This is an optimization exercise on Yosys and OpenROAD, whose aim is small area, not a production implementation.
The RTL was checked by simulation tests, not by an equivalence proof against the original design.

==> flow/design.v (outline; a module is shown in full before it is edited, if it fits) <==
// module jpeg_dctq: 178 lines
// module dct_row: 1184 lines
// module dct_col: 437 lines
// module quant0: 139 lines
// module quant1: 98 lines
// module quant2: 90 lines
// module quant3: 130 lines
// module fa: 6 lines
// module ha: 6 lines
module jpeg_dctq (clk, reset, pix_in, coef_out);
  // ...
==> flow/run.sh <==
#!/bin/bash
# synth_recipe.tcl (not shown) runs the flow's synth.tcl, then flattens the netlist and writes it again
# the make line also repeats each setting of config.mk as NAME=value (left out here)
make -C /OpenROAD-flow-scripts/flow DESIGN_CONFIG=/design/flow/config.mk WORK_HOME=/design/flow/orfs CLKGATE_MAP_FILE= SYNTH_SCRIPT=/design/flow/synth_recipe.tcl finish
==> flow/config.mk <==
export PLATFORM = sky130hd
export DESIGN_NAME = jpeg_dctq
export DESIGN_NICKNAME = jpeg_dctq
export VERILOG_FILES = /design/flow/design.v
export SDC_FILE = /design/flow/constraint.sdc
export NUM_CORES = 4
export LEC_CHECK = 0
export CAP_MARGIN = 20
export CORE_MARGIN = 2
export CORE_UTILIZATION = 40
export CTS_BUF_LIST = sky130_fd_sc_hd__clkbuf_16
export CTS_CLUSTER_DIAMETER = 120
export CTS_CLUSTER_SIZE = 32
export PLACE_DENSITY = 0.6
export SLEW_MARGIN = 20
export SYNTH_HIERARCHICAL = 1
export SYNTH_MINIMUM_KEEP_SIZE = 0
==> flow/constraint.sdc <==
create_clock -name core_clock -period 11.0 [get_ports {clk}]
set_input_delay 2.2000 -clock core_clock [delete_from_list [all_inputs] [get_ports {clk}]]
set_output_delay 2.2000 -clock core_clock [all_outputs]
set_load 0.01 [all_outputs]
==> impl_metrics.yaml, run 1 <==
layout:
  multi_input_area_share_pct: 44.8
  fin_util_pct: 43.3
  drive_above_1_share_pct: 3.75
  register_area_mm2: 0.0205
  top_regs: "ln6: 112 flops, ln5: 104 flops, ln4: 96 flops"
  largest_reg_flops: 112
  clock_tree_area_fraction_pct: 2.44
  fillers: 10200
  syn_to_final_growth_pct: 7.50
  num-nonclk-buffers: 157
  area_dominant_class: "multi-input gates"
  final_common_cell: "dfxtp_1"
  mostFrequentLayoutCells: "dfxtp_1 (1015), fa_1 (649), inv_1 (473)"
placement:
  dp.cells: 4840
  dp_slack_ns: 0.776
global_routing:
  grt_first_pass_wirelength_mm: 147
  grt_antenna_before_repair: 1
critical_path:
  crit_path_start: "din[48]$_DFF_P_"
  crit_path_end: "ln6[7]$_DFF_P_"
  timing.critical_path.buf_inv: 1
  cp-start-kind: "register"
  worstPathRequired_ns: 11.51
  crit_type: "register to register"
synth:
  netlist_instances: 3381
  synth_area_per_cell_um2: 13.4
timing:
  slew_violations: 0
  grt_setup_unrepaired: "no"
  fin_ws_ns: 0.797
detailed_routing:
  wl_met2_mm: 46.6
  ant_nets: 0
  drtIter0Drc: 1944
  vias: 23600
floorplanning:
  rows: 123
  fp.dieW_um: 340
  io_pins: 130
  initial_core_util_pct: 40.3
cts:
  path_clk_slew_ns: 0.11
  cts_tree: "done"
  cts_hold_buf: 0
  postCtsResizedCells: 0
  h-tree-depth: 2
outcome:
  status: "no timing/DRC/antenna violations"
hold_path:
  worstHoldPathCells: 0
==> run 2: changes to the inputs <==
--- a/flow/config.mk
+++ b/flow/config.mk
@@ -9,3 +9,3 @@
 export CORE_MARGIN = 2
-export CORE_UTILIZATION = 40
+export CORE_UTILIZATION = 60
 export CTS_BUF_LIST = sky130_fd_sc_hd__clkbuf_16
@@ -13,3 +13,3 @@
 export CTS_CLUSTER_SIZE = 32
-export PLACE_DENSITY = 0.6
+export PLACE_DENSITY = 0.75
 export SLEW_MARGIN = 20
==> run 2 against run 1 <==
Compared with the run above:
- still clean
- sequential share of layout area is 0.73 points higher
- count of clock-buffer cells in the layout stayed put
- fmax is 0.71% lower
- via count is 3.5% higher
- register-to-register slack worse by 0.07 ns
- non-clock buffer count is 9 lower
- wire length is 2.2% higher
- largest cell class unchanged
==> impl_metrics.yaml, run 2 <==
outcome:
  status: "no timing/DRC/antenna violations"
global_routing:
  grt_first_pass_wirelength_mm: 150
  busiest_layer: "met2"
  grt_use_met3_pct: 2.35
  grt_pass1_vias: 27000
  grtUsageTotal_pct: 25.1
  grt_use_met2_pct: 45.7
  grt_antenna_before_repair: 0
  grt_max_degree: 64
  grtUsageMet1_pct: 31.7
  grt_remaining_overflow: 0
placement:
  gp_congestion: 0.928
  dpl.hpwl_mm: 74.5
  dp_slack_ns: 0.677
  numPortBuffers: 129
  dpl_cell_area_mm2: 0.0466
  dp.cells: 4300
timing:
  fin_setup_tns_ns: 0
  tightest_slew_ns: 1.05
  fin_skew_ns: 0.0355
  slew_violations: 0
  fin_ws_ns: 0.724
  grt_setup_unrepaired: "no"
  timing.fmax_mhz: 97.3
  post-route-period-util_pct: 93.4
  fin_crit_ns: 10.28
  finalSetupViolations: 0
  relSlewSlack_pct: 29.7
  hold_viol: 0
hold_path:
  hold_path.startpoint: "zz2[4]$_DFF_P_"
  worstHoldPathCells: 0
  hold_end: "zz2[11]$_DFF_P_"
  hp-class: "register to register"
layout:
  num_antenna_cells: 0
  regMostFlops: "ln6"
  final_cells: 4346
  multi_input_area_mm2: 0.0217
  final_common_cell: "dfxtp_1"
  fillers: 5497
  drive_above_1_share_pct: 3.35
  top_regs: "ln6: 112 flops, ln5: 104 flops, ln4: 96 flops"
  syn_to_final_growth_pct: 5.68
  final_nets: 4331
  mostFrequentLayoutCells: "dfxtp_1 (1015), fa_1 (649), inv_1 (473)"
  largest_reg_flops: 112
  design_area_mm2: 0.0477
  register_area_mm2: 0.0205
cts:
  cts_buffers: 39
  postCtsResizedCells: 0
  postCtsSetupBuffers: 0
  cts_tree: "done"
  path_clk_slew_ns: 0.12
  cts_root_buffer: "clkbuf_16"
  h-tree-depth: 2
  clk_latency_ns: 0.62
  cts_buffer_depth: 3
  cts_hold_buf: 0
  cts.sinks: 1022
floorplanning:
  initial_core_util_pct: 60.7
  fp.dieW_um: 278
  fp.dieH_um: 278
  dieArea_mm2: 0.0775
  core_mm2: 0.0744
  io_pins: 130
  rows: 100
critical_path:
  end_kind: "register"
  worstPathRequired_ns: 11.52
  cp_max_fo: 32
  cpMostUsedCell: "fa_1"
  cpPeakStageDelay_ns: 0.58
  rrSetupSlack_ns: 0.72
  cpMaxStageDelayCell: "fa_1"
  rr_startpoint: "sel[3]$_SDFF_PN0_"
  cp-start-kind: "register"
  rr_worst_depth: 31
  timing.rr.end: "d2r[18]$_DFF_P_"
  crit_type: "register to register"
  crit_arrival_ns: 10.80
synth:
  synth_area_mm2: 0.0452
  yosysWarnings: 7
  synth_area_per_cell_um2: 13.4
  synth_nets: 4340
  netlist_instances: 3381
detailed_routing:
  ant_nets: 0
  routedWlPerCell_um: 21.6
  vias: 24500
  post-route-drc-count: 0
  via_per_inst: 5.63
  drtIter0Drc: 2375
  dr.pass1.iters: 9
  wirelength_mm: 93.8
run:
  max-cap-violations: 0
[run 2: layer usage]
metal,wire [um],share of wire (%),up-vias
met1,37500,40,12600
met5,0,0,-
met4,2940,3.1,0
met3,4140,4.4,133
li1,-,-,11000
met2,49300,53,742
[run 2: how the worst max path moves through the flow]
stage | start | to | slack, ns
6_report | sel[3]$_SDFF_PN0_ | d2r[18]$_DFF_P_ | 0.72
5_1_grt | din[32]$_DFF_P_ | ln6[7]$_DFF_P_ | 0.23
4_1_cts | din[32]$_DFF_P_ | ln6[7]$_DFF_P_ | 0.66
3_5_place_dp | din[32]$_DFF_P_ | ln6[7]$_DFF_P_ | 0.68
3_3_place_gp | sel[3]$_SDFF_PN0_ | d2r[18]$_DFF_P_ | 0.91
2_1_floorplan | sel[3]$_SDFF_PN0_ | d2r[18]$_DFF_P_ | 1.01
[run 2: cell type report]
class / instances / share of cell area, %
well taps: 969 / 2.54
inverters: 472 / 3.71
clock inverters: 5 / 0.165
clock buffers: 41 / 2.15
multi-input cells: 1689 / 45.5
repair buffers: 148 / 3.00
flip-flops and latches: 1022 / 42.9
[run 2: stage by stage]
step	util, %	hold WS, ns
final	64.1	0.324
after global routing	64.1	0.329
after CTS	64.1	0.320
after detailed placement	62.6	0.312
after global placement	62.6	0.310
after floorplan	-	0.310
[run 2: worst max-delay path, delay by kind of cell, from the launching register on]
family                     cells  cell delay (ns)
AOI/OAI and AO/OA              3             0.65
xor gates and xnor gates       1             0.14
adders and majority gates     20             7.84
buffers and inverters          1             0.07
DFF                            1             0.55
muxes                          1             0.27
and+or+nand+nor                5             0.65

-- static timing again, ports no longer ideal --
In the flow no input, the clock included, has a driving cell. The finished layouts below were timed again as built, in two steps. Step 1: set_driving_cell puts a clkbuf_16 on clk and a buf_2 on each other input, an assumption about the parent block. Step 2 adds t to the input delays and takes it off the output delays; t is the mean of the earliest and latest rising clock arrival at the registers after step 1. Input paths then give back, and output paths get back, about the clock's delay inside the block. Three values: ideal ports, drivers, drivers and shift; two values: the first two.
run	t, ns	slack for setup (ns)	latest minus earliest clock arrival (ns)
run 1	0.686	0.797 / 0.797 / 0.797	0.040 / 0.041
run 2	0.656	0.724 / 0.724 / 0.724	0.056 / 0.056
After both steps every run listed still meets setup and hold.
